Context: an optimization exercise on an open-source flow, tuned for small area. The choices shown serve that exercise and are no tape-out recipe.
The RTL was checked by simulation tests, not by an equivalence proof against the original design.

==> inputs of run a <==
==> flow/design.v <==
module conway_life(
    input clk,
    input load,
    input [255:0] data,
    output reg [255:0] q );
    reg [255:0] nxt;
    reg [3:0] s;
    integer r, c, dr, dc;
    always @* begin
        for (r = 0; r < 16; r = r + 1)
            for (c = 0; c < 16; c = c + 1) begin
                s = 4'd0;
                for (dr = 15; dr <= 17; dr = dr + 1)
                    for (dc = 15; dc <= 17; dc = dc + 1)
                        s = s + q[((r + dr) % 16) * 16 + (c + dc) % 16];
                nxt[r*16 + c] = (s == 4'd3) | (q[r*16 + c] & (s == 4'd4));
            end
    end
    always @(posedge clk)
        q <= load ? data : nxt;
endmodule
==> flow/flow/run.sh <==
#!/bin/bash
# Layout flow: the standard synthesis is run unchanged (its registers are
# the ones the layout keeps), then its combinational logic is replaced by the
# hand-mapped netlist that gen_netlist.py writes from tile.v (same registers,
# same names, same cell type), and the standard ORFS flow lays that netlist
# out, with each port buffered by a buf_1 and a clock tree of clkbuf_4.
set -euo pipefail
R=orfs/results/sky130hd/conway_life/base
bash standard.sh synth > synth_standard.log 2>&1
cp $R/1_2_yosys.v standard_1_2_yosys.v
python3 flow/gen_netlist.py flow/tile.v standard_1_2_yosys.v netlist.v > gen_netlist.log 2>&1
cp netlist.v $R/1_2_yosys.v
rm -f $R/1_synth.odb $R/1_synth.sdc
export BUFFER_PORTS_ARGS="-buffer_cell sky130_fd_sc_hd__buf_1"
B=sky130_fd_sc_hd__clkbuf_4
export CTS_ARGS="-sink_clustering_enable -repair_clock_nets -dont_use_dummy_load -buf_list $B -root_buf $B -sink_clustering_size 6 -sink_clustering_max_diameter 60"
bash standard.sh finish > layout.log 2>&1
==> flow/flow/gen_netlist.py <==
#!/usr/bin/env python3
"""Write the gate-level netlist of conway_life for sky130hd.

usage: gen_netlist.py TILE STANDARD_NETLIST OUT_NETLIST

STANDARD_NETLIST is the standard synthesis of the RTL; it is read only to
check that its registers are the 256 dfxtp_1 cells named q[i]$_DFF_P_ that
this netlist also uses, so the registers pair by name.

Structure, per row r:
  * column sum V(r,c) = q[r-1][c] + q[r][c] + q[r+1][c], one fa_1 giving
    {COUT, SUM};
  * for each pair of columns 2k, 2k+1 one copy of TILE, a gate-level module
    (written by ABC) with inputs vl = V(r,2k-1), va = V(r,2k), vb = V(r,2k+1),
    vr = V(r,2k+2) as {carry, sum}, qe = q[r][2k], qo = q[r][2k+1], load,
    de = data[r*16+2k], do_ = data[r*16+2k+1], and outputs ne and no, the
    next values of q[r][2k] and q[r][2k+1]:
      next = load ? data : (S == 3 | q & S == 4),
    S being the sum of the three column sums around the cell.
"""
import re
import sys

P = "sky130_fd_sc_hd__"


def check_standard(path):
    txt = open(path).read()
    cells = re.findall(r"^\s*(sky130_fd_sc_hd__\w+)\s+(\\\S+|\S+)\s*\(", txt, re.M)
    regs = {}
    for cell, name in cells:
        if re.search(r"df|dl", cell[len(P):]):
            regs[name.lstrip("\\")] = cell
    want = {"q[%d]$_DFF_P_" % i: P + "dfxtp_1" for i in range(256)}
    if regs != want:
        sys.exit("standard synthesis registers differ from the expected ones: %r"
                 % sorted(set(regs.items()) ^ set(want.items()))[:10])


def read_tile(path):
    """Gate list [(cell, {pin: net})] of the tile module; port nets keep
    their names (without escapes), internal nets are prefixed with '_'."""
    txt = open(path).read()
    body = txt[txt.index(";", txt.index("module")) + 1:]
    ports = set()
    for kind in ("input", "output"):
        for m in re.finditer(r"\b%s\b(.*?);" % kind, body, re.S):
            for p in m.group(1).split(","):
                ports.add(p.strip().lstrip("\\").strip())
    if re.search(r"\bassign\b", body):
        sys.exit("tile has assign statements")
    gates = []
    for m in re.finditer(r"(sky130_fd_sc_hd__\w+)\s+[^\s(]+\s*\((.*?)\);", body, re.S):
        pins = {}
        for pm in re.finditer(r"\.(\w+)\(\s*(\\\S+\s|[^()\s]+)\s*\)", m.group(2)):
            net = pm.group(2).strip().lstrip("\\")
            pins[pm.group(1)] = net if net in ports else "_" + net
        gates.append((m.group(1)[len(P):], pins))
    return gates


class Net:
    def __init__(self):
        self.insts = []
        self.wires = set()
        self.count = 0

    def add(self, cell, pins, name=None):
        self.count += 1
        if name is None:
            name = "g%d" % self.count
        self.insts.append((P + cell, name, pins))

    def inst(self, tmpl, prefix, binds):
        for cell, pins in tmpl:
            pp = {}
            for pin, net in pins.items():
                if net.startswith("_"):
                    w = prefix + re.sub(r"\W", "_", net)
                    self.wires.add(w)
                    pp[pin] = w
                else:
                    pp[pin] = binds[net]
            self.add(cell, pp)

    def write(self, path):
        with open(path, "w") as f:
            f.write("module conway_life(clk, load, data, q);\n")
            f.write("  input clk;\n  input load;\n  input [255:0] data;\n  output [255:0] q;\n")
            for w in sorted(self.wires):
                f.write("  wire %s;\n" % w)
            for cell, name, pins in self.insts:
                conn = ", ".join(".%s(%s)" % (p, n) for p, n in pins.items())
                f.write("  %s %s (%s);\n" % (cell, name, conn))
            f.write("endmodule\n")


def main():
    if len(sys.argv) != 4:
        sys.exit(__doc__)
    tile = read_tile(sys.argv[1])
    check_standard(sys.argv[2])
    n = Net()
    q = lambda r, c: "q[%d]" % ((r % 16) * 16 + c % 16)
    vs = lambda r, c: "vs_%d_%d" % (r, c % 16)
    vc = lambda r, c: "vc_%d_%d" % (r, c % 16)
    for r in range(16):
        for c in range(16):
            n.wires.update([vs(r, c), vc(r, c)])
            n.add("fa_1", {"A": q(r - 1, c), "B": q(r, c), "CIN": q(r + 1, c),
                           "COUT": vc(r, c), "SUM": vs(r, c)})
        for k in range(8):
            a = 2 * k
            i = r * 16 + a
            binds = {"load": "load", "qe": q(r, a), "qo": q(r, a + 1),
                     "de": "data[%d]" % i, "do_": "data[%d]" % (i + 1),
                     "ne": "nx_%d" % i, "no": "nx_%d" % (i + 1)}
            for name, col in (("vl", a - 1), ("va", a), ("vb", a + 1), ("vr", a + 2)):
                binds[name + "[0]"] = vs(r, col)
                binds[name + "[1]"] = vc(r, col)
            n.wires.update(["nx_%d" % i, "nx_%d" % (i + 1)])
            n.inst(tile, "t%d_%d_" % (r, k), binds)
        for c in range(16):
            i = r * 16 + c
            n.add("dfxtp_1", {"CLK": "clk", "D": "nx_%d" % i, "Q": q(r, c)},
                  name="\\q[%d]$_DFF_P_ " % i)
    n.write(sys.argv[3])


main()
==> flow/flow/tile.v <==

module tile3 ( 
    \vl[0] , \vl[1] , \va[0] , \va[1] , \vb[0] , \vb[1] , \vr[0] , \vr[1] ,
    qe, qo, load, de, do_,
    ne, no  );
  input  \vl[0] , \vl[1] , \va[0] , \va[1] , \vb[0] , \vb[1] , \vr[0] ,
    \vr[1] , qe, qo, load, de, do_;
  output ne, no;
  wire new_n16, new_n17, new_n18, new_n19, new_n20, new_n21, new_n22,
    new_n23, new_n24, new_n25, new_n26, new_n27, new_n28, new_n29, new_n30,
    new_n31, new_n33, new_n34, new_n35, new_n36, new_n37;
  sky130_fd_sc_hd__clkinv_1                         g00(.A(\vl[0] ), .Y(new_n16));
  sky130_fd_sc_hd__clkinv_1                         g01(.A(\vr[0] ), .Y(new_n17));
  sky130_fd_sc_hd__nor2_1                           g02(.A(\va[0] ), .B(\vb[0] ), .Y(new_n18));
  sky130_fd_sc_hd__nor2_1                           g03(.A(\va[1] ), .B(\vb[1] ), .Y(new_n19));
  sky130_fd_sc_hd__nand2_1                          g04(.A(new_n18), .B(new_n19), .Y(new_n20));
  sky130_fd_sc_hd__nand2_1                          g05(.A(\va[1] ), .B(\vb[1] ), .Y(new_n21));
  sky130_fd_sc_hd__o21ai_0                          g06(.A1(new_n18), .A2(new_n19), .B1(new_n21), .Y(new_n22));
  sky130_fd_sc_hd__o21ai_0                          g07(.A1(\vl[1] ), .A2(new_n22), .B1(new_n20), .Y(new_n23));
  sky130_fd_sc_hd__nand2_1                          g08(.A(\va[0] ), .B(\vb[0] ), .Y(new_n24));
  sky130_fd_sc_hd__nor2b_1                          g09(.A(new_n18), .B_N(new_n24), .Y(new_n25));
  sky130_fd_sc_hd__maj3_1                           g10(.A(new_n16), .B(qe), .C(new_n25), .X(new_n26));
  sky130_fd_sc_hd__nor2_1                           g11(.A(new_n18), .B(new_n21), .Y(new_n27));
  sky130_fd_sc_hd__a21oi_1                          g12(.A1(new_n19), .A2(new_n24), .B1(new_n27), .Y(new_n28));
  sky130_fd_sc_hd__a21oi_1                          g13(.A1(\vl[1] ), .A2(new_n22), .B1(load), .Y(new_n29));
  sky130_fd_sc_hd__o221ai_1                         g14(.A1(new_n23), .A2(new_n26), .B1(new_n28), .B2(\vl[1] ), .C1(new_n29), .Y(new_n30));
  sky130_fd_sc_hd__a21oi_1                          g15(.A1(new_n16), .A2(new_n23), .B1(new_n30), .Y(new_n31));
  sky130_fd_sc_hd__a21o_1                           g16(.A1(load), .A2(de), .B1(new_n31), .X(ne));
  sky130_fd_sc_hd__o21ai_0                          g17(.A1(\vr[1] ), .A2(new_n22), .B1(new_n20), .Y(new_n33));
  sky130_fd_sc_hd__maj3_1                           g18(.A(new_n17), .B(qo), .C(new_n25), .X(new_n34));
  sky130_fd_sc_hd__a21oi_1                          g19(.A1(\vr[1] ), .A2(new_n22), .B1(load), .Y(new_n35));
  sky130_fd_sc_hd__o221ai_1                         g20(.A1(\vr[1] ), .A2(new_n28), .B1(new_n33), .B2(new_n34), .C1(new_n35), .Y(new_n36));
  sky130_fd_sc_hd__a21oi_1                          g21(.A1(new_n17), .A2(new_n33), .B1(new_n36), .Y(new_n37));
  sky130_fd_sc_hd__a21o_1                           g22(.A1(load), .A2(do_), .B1(new_n37), .X(no));
endmodule


==> flow/standard.sh <==
#!/bin/bash
# synth_recipe.tcl (not shown) runs the flow's synth.tcl, then flattens the netlist and writes it again
# the make line also repeats each setting of config.mk as NAME=value (left out here)
make -C /OpenROAD-flow-scripts/flow DESIGN_CONFIG=/design/flow/config.mk WORK_HOME=/design/flow/orfs CLKGATE_MAP_FILE= SYNTH_SCRIPT=/design/flow/synth_recipe.tcl "${@:-finish}"
==> flow/config.mk <==
export PLATFORM = sky130hd
export DESIGN_NAME = conway_life
export DESIGN_NICKNAME = conway_life
export VERILOG_FILES = /design/flow/design.v
export SDC_FILE = /design/flow/constraint.sdc
export NUM_CORES = 4
export LEC_CHECK = 0
export CAP_MARGIN = 20
export CORE_MARGIN = 2
export CORE_UTILIZATION = 60
export SLEW_MARGIN = 20
==> flow/constraint.sdc <==
create_clock -name core_clock -period 6.0 [get_ports {clk}]
set_input_delay 1.2000 -clock core_clock [delete_from_list [all_inputs] [get_ports {clk}]]
set_output_delay 1.2000 -clock core_clock [all_outputs]
set_load 0.01 [all_outputs]
==> inputs of run b, as changes to run a <==
==> flow/flow/tile.v (replaced) <==

module tile ( 
    \vl[0] , \vl[1] , \va[0] , \va[1] , \vb[0] , \vb[1] , \vr[0] , \vr[1] ,
    qe, qo, load, de, do_,
    ne, no  );
  input  \vl[0] , \vl[1] , \va[0] , \va[1] , \vb[0] , \vb[1] , \vr[0] ,
    \vr[1] , qe, qo, load, de, do_;
  output ne, no;
  wire new_n16, new_n17, new_n18, new_n19, new_n20, new_n21, new_n22,
    new_n23, new_n24, new_n25, new_n26, new_n27, new_n28, new_n29, new_n30,
    new_n31, new_n33, new_n34, new_n35, new_n36, new_n37, new_n38;
  sky130_fd_sc_hd__nand2_1                          g00(.A(load), .B(de), .Y(new_n16));
  sky130_fd_sc_hd__nand2_1                          g01(.A(\va[0] ), .B(\vb[0] ), .Y(new_n17));
  sky130_fd_sc_hd__nor2_1                           g02(.A(\va[0] ), .B(\vb[0] ), .Y(new_n18));
  sky130_fd_sc_hd__nor2_1                           g03(.A(\va[1] ), .B(\vb[1] ), .Y(new_n19));
  sky130_fd_sc_hd__o21ai_0                          g04(.A1(\va[1] ), .A2(\vb[1] ), .B1(new_n18), .Y(new_n20));
  sky130_fd_sc_hd__nand2_1                          g05(.A(new_n17), .B(new_n20), .Y(new_n21));
  sky130_fd_sc_hd__nand2_1                          g06(.A(\va[1] ), .B(\vb[1] ), .Y(new_n22));
  sky130_fd_sc_hd__o21ai_0                          g07(.A1(\va[0] ), .A2(\vb[0] ), .B1(new_n22), .Y(new_n23));
  sky130_fd_sc_hd__a21oi_1                          g08(.A1(new_n20), .A2(new_n23), .B1(load), .Y(new_n24));
  sky130_fd_sc_hd__o21ai_0                          g09(.A1(new_n18), .A2(new_n19), .B1(new_n22), .Y(new_n25));
  sky130_fd_sc_hd__a311oi_1                         g10(.A1(new_n17), .A2(new_n20), .A3(new_n24), .B1(new_n25), .C1(load), .Y(new_n26));
  sky130_fd_sc_hd__o21bai_1                         g11(.A1(\vl[0] ), .A2(new_n21), .B1_N(qe), .Y(new_n27));
  sky130_fd_sc_hd__nand2_1                          g12(.A(\vl[0] ), .B(new_n21), .Y(new_n28));
  sky130_fd_sc_hd__a32oi_1                          g13(.A1(new_n24), .A2(new_n27), .A3(new_n28), .B1(new_n26), .B2(\vl[0] ), .Y(new_n29));
  sky130_fd_sc_hd__a21oi_1                          g14(.A1(\vl[0] ), .A2(new_n21), .B1(new_n25), .Y(new_n30));
  sky130_fd_sc_hd__xor2_1                           g15(.A(\vl[1] ), .B(new_n30), .X(new_n31));
  sky130_fd_sc_hd__o21ai_0                          g16(.A1(new_n29), .A2(new_n31), .B1(new_n16), .Y(ne));
  sky130_fd_sc_hd__nand2_1                          g17(.A(load), .B(do_), .Y(new_n33));
  sky130_fd_sc_hd__o21bai_1                         g18(.A1(\vr[0] ), .A2(new_n21), .B1_N(qo), .Y(new_n34));
  sky130_fd_sc_hd__nand2_1                          g19(.A(\vr[0] ), .B(new_n21), .Y(new_n35));
  sky130_fd_sc_hd__a32oi_1                          g20(.A1(new_n24), .A2(new_n34), .A3(new_n35), .B1(new_n26), .B2(\vr[0] ), .Y(new_n36));
  sky130_fd_sc_hd__a21oi_1                          g21(.A1(\vr[0] ), .A2(new_n21), .B1(new_n25), .Y(new_n37));
  sky130_fd_sc_hd__xor2_1                           g22(.A(\vr[1] ), .B(new_n37), .X(new_n38));
  sky130_fd_sc_hd__o21ai_0                          g23(.A1(new_n36), .A2(new_n38), .B1(new_n33), .Y(no));
endmodule


==> inputs of run c, as changes to run a <==
--- a/flow/flow/run.sh
+++ b/flow/flow/run.sh
@@ -14,4 +14,4 @@
 export BUFFER_PORTS_ARGS="-buffer_cell sky130_fd_sc_hd__buf_1"
 B=sky130_fd_sc_hd__clkbuf_4
-export CTS_ARGS="-sink_clustering_enable -repair_clock_nets -dont_use_dummy_load -buf_list $B -root_buf $B -sink_clustering_size 6 -sink_clustering_max_diameter 60"
+export CTS_ARGS="-sink_clustering_enable -repair_clock_nets -dont_use_dummy_load -buf_list $B -root_buf $B -sink_clustering_size 7 -sink_clustering_max_diameter 60"
 bash standard.sh finish > layout.log 2>&1
Settings changed: CORE_UTILIZATION 60 to 70.
==> inputs of run d, as changes to run a <==
--- a/flow/flow/run.sh
+++ b/flow/flow/run.sh
@@ -14,4 +14,4 @@
 export BUFFER_PORTS_ARGS="-buffer_cell sky130_fd_sc_hd__buf_1"
 B=sky130_fd_sc_hd__clkbuf_4
-export CTS_ARGS="-sink_clustering_enable -repair_clock_nets -dont_use_dummy_load -buf_list $B -root_buf $B -sink_clustering_size 6 -sink_clustering_max_diameter 60"
+export CTS_ARGS="-sink_clustering_enable -repair_clock_nets -dont_use_dummy_load -buf_list $B -root_buf $B -sink_clustering_size 7 -sink_clustering_max_diameter 60"
 bash standard.sh finish > layout.log 2>&1
==> run summary <==
quantity	run c	run d	run a	run b
Multi-input gate share of total cell area	69.46%	69.18%	69.09%	72.73%
Worst setup timing slack at the placement stage	2844 ps	3430 ps	3430 ps	2720 ps
Result of the run	no timing/DRC/antenna violations	no timing/DRC/antenna violations	no timing/DRC/antenna violations	no timing/DRC/antenna violations
Largest net degree at the start of global routing	129	162	162	125
Headroom to the max-slew limit	45.81%	36.92%	40.17%	45.31%
Achievable Freq	338.5 MHz	345.0 MHz	341.3 MHz	346.1 MHz
Synth-to-layout area growth	11.20%	11.66%	11.81%	11.62%
Portion of the layout cell area used by clock cells	1.111%	1.106%	1.230%	1.210%
Worst reg2reg setup slack	3380 ps	3340 ps	3350 ps	3560 ps
Synthesized instance count	3456	3456	3456	3584
Time the final worst path needs with I/O delays and setup	2954 ps	2899 ps	2930 ps	2889 ps
FP Rows	71	77	77	78
Clock latency of the later-clocked register in the worst-skew pair	860 ps	830 ps	850 ps	830 ps
Fraction of standard cell area that is sequential	17.23%	17.16%	17.14%	16.86%
Multi-input gate count	2944	2944	2944	3328
Placeable Area	0.03767 mm²	0.04412 mm²	0.04412 mm²	0.04509 mm²
Final estimated routing congestion in global placement	1.025	1.026	1.026	0.9958
Worst hold path endpoint	q[68]	q[107]	q[98]	q[22]

## afterwards: timing with drivers on the ports
The flow's constraints put no driver on any port. The routed layouts listed below were extracted and timed again, unchanged, in two steps. Step 1 sets driving cells, clkbuf_16 on the clock port and buf_2 on the other inputs (assumed; they add their load-dependent delay and slew). Step 2 adds t to the input delays and takes it off the output delays; t is the mean of the earliest and latest rising clock arrival at the registers after step 1. Input paths then give back, and output paths get back, about the clock's delay inside the block. Slacks: ideal ports / drivers / drivers and shift; pairs: ideal ports / drivers.
run | t (ns) | setup WS [ns] | worst hold slack (ns) | worst setup path at the end | worst register clock-pin slew, ns
run a | 0.879 | 3.070 / 3.011 / 3.347 | 0.535 / 0.501 / 1.056 | input to register | 0.10 / 0.10
run b | 0.859 | 3.111 / 3.054 / 2.609 | 0.557 / 0.529 / 0.906 | input to register | 0.09 / 0.09
run c | 0.882 | 3.046 / 2.991 / 2.752 | 0.528 / 0.498 / 1.033 | input to register | 0.11 / 0.11
run d | 0.857 | 3.101 / 3.043 / 3.333 | 0.559 / 0.529 / 1.056 | input to register | 0.11 / 0.11
After both steps every run listed still meets setup and hold. The setup slack of run b, which loses most, moves by -0.057 ns with the drivers and by -0.502 ns with both steps.
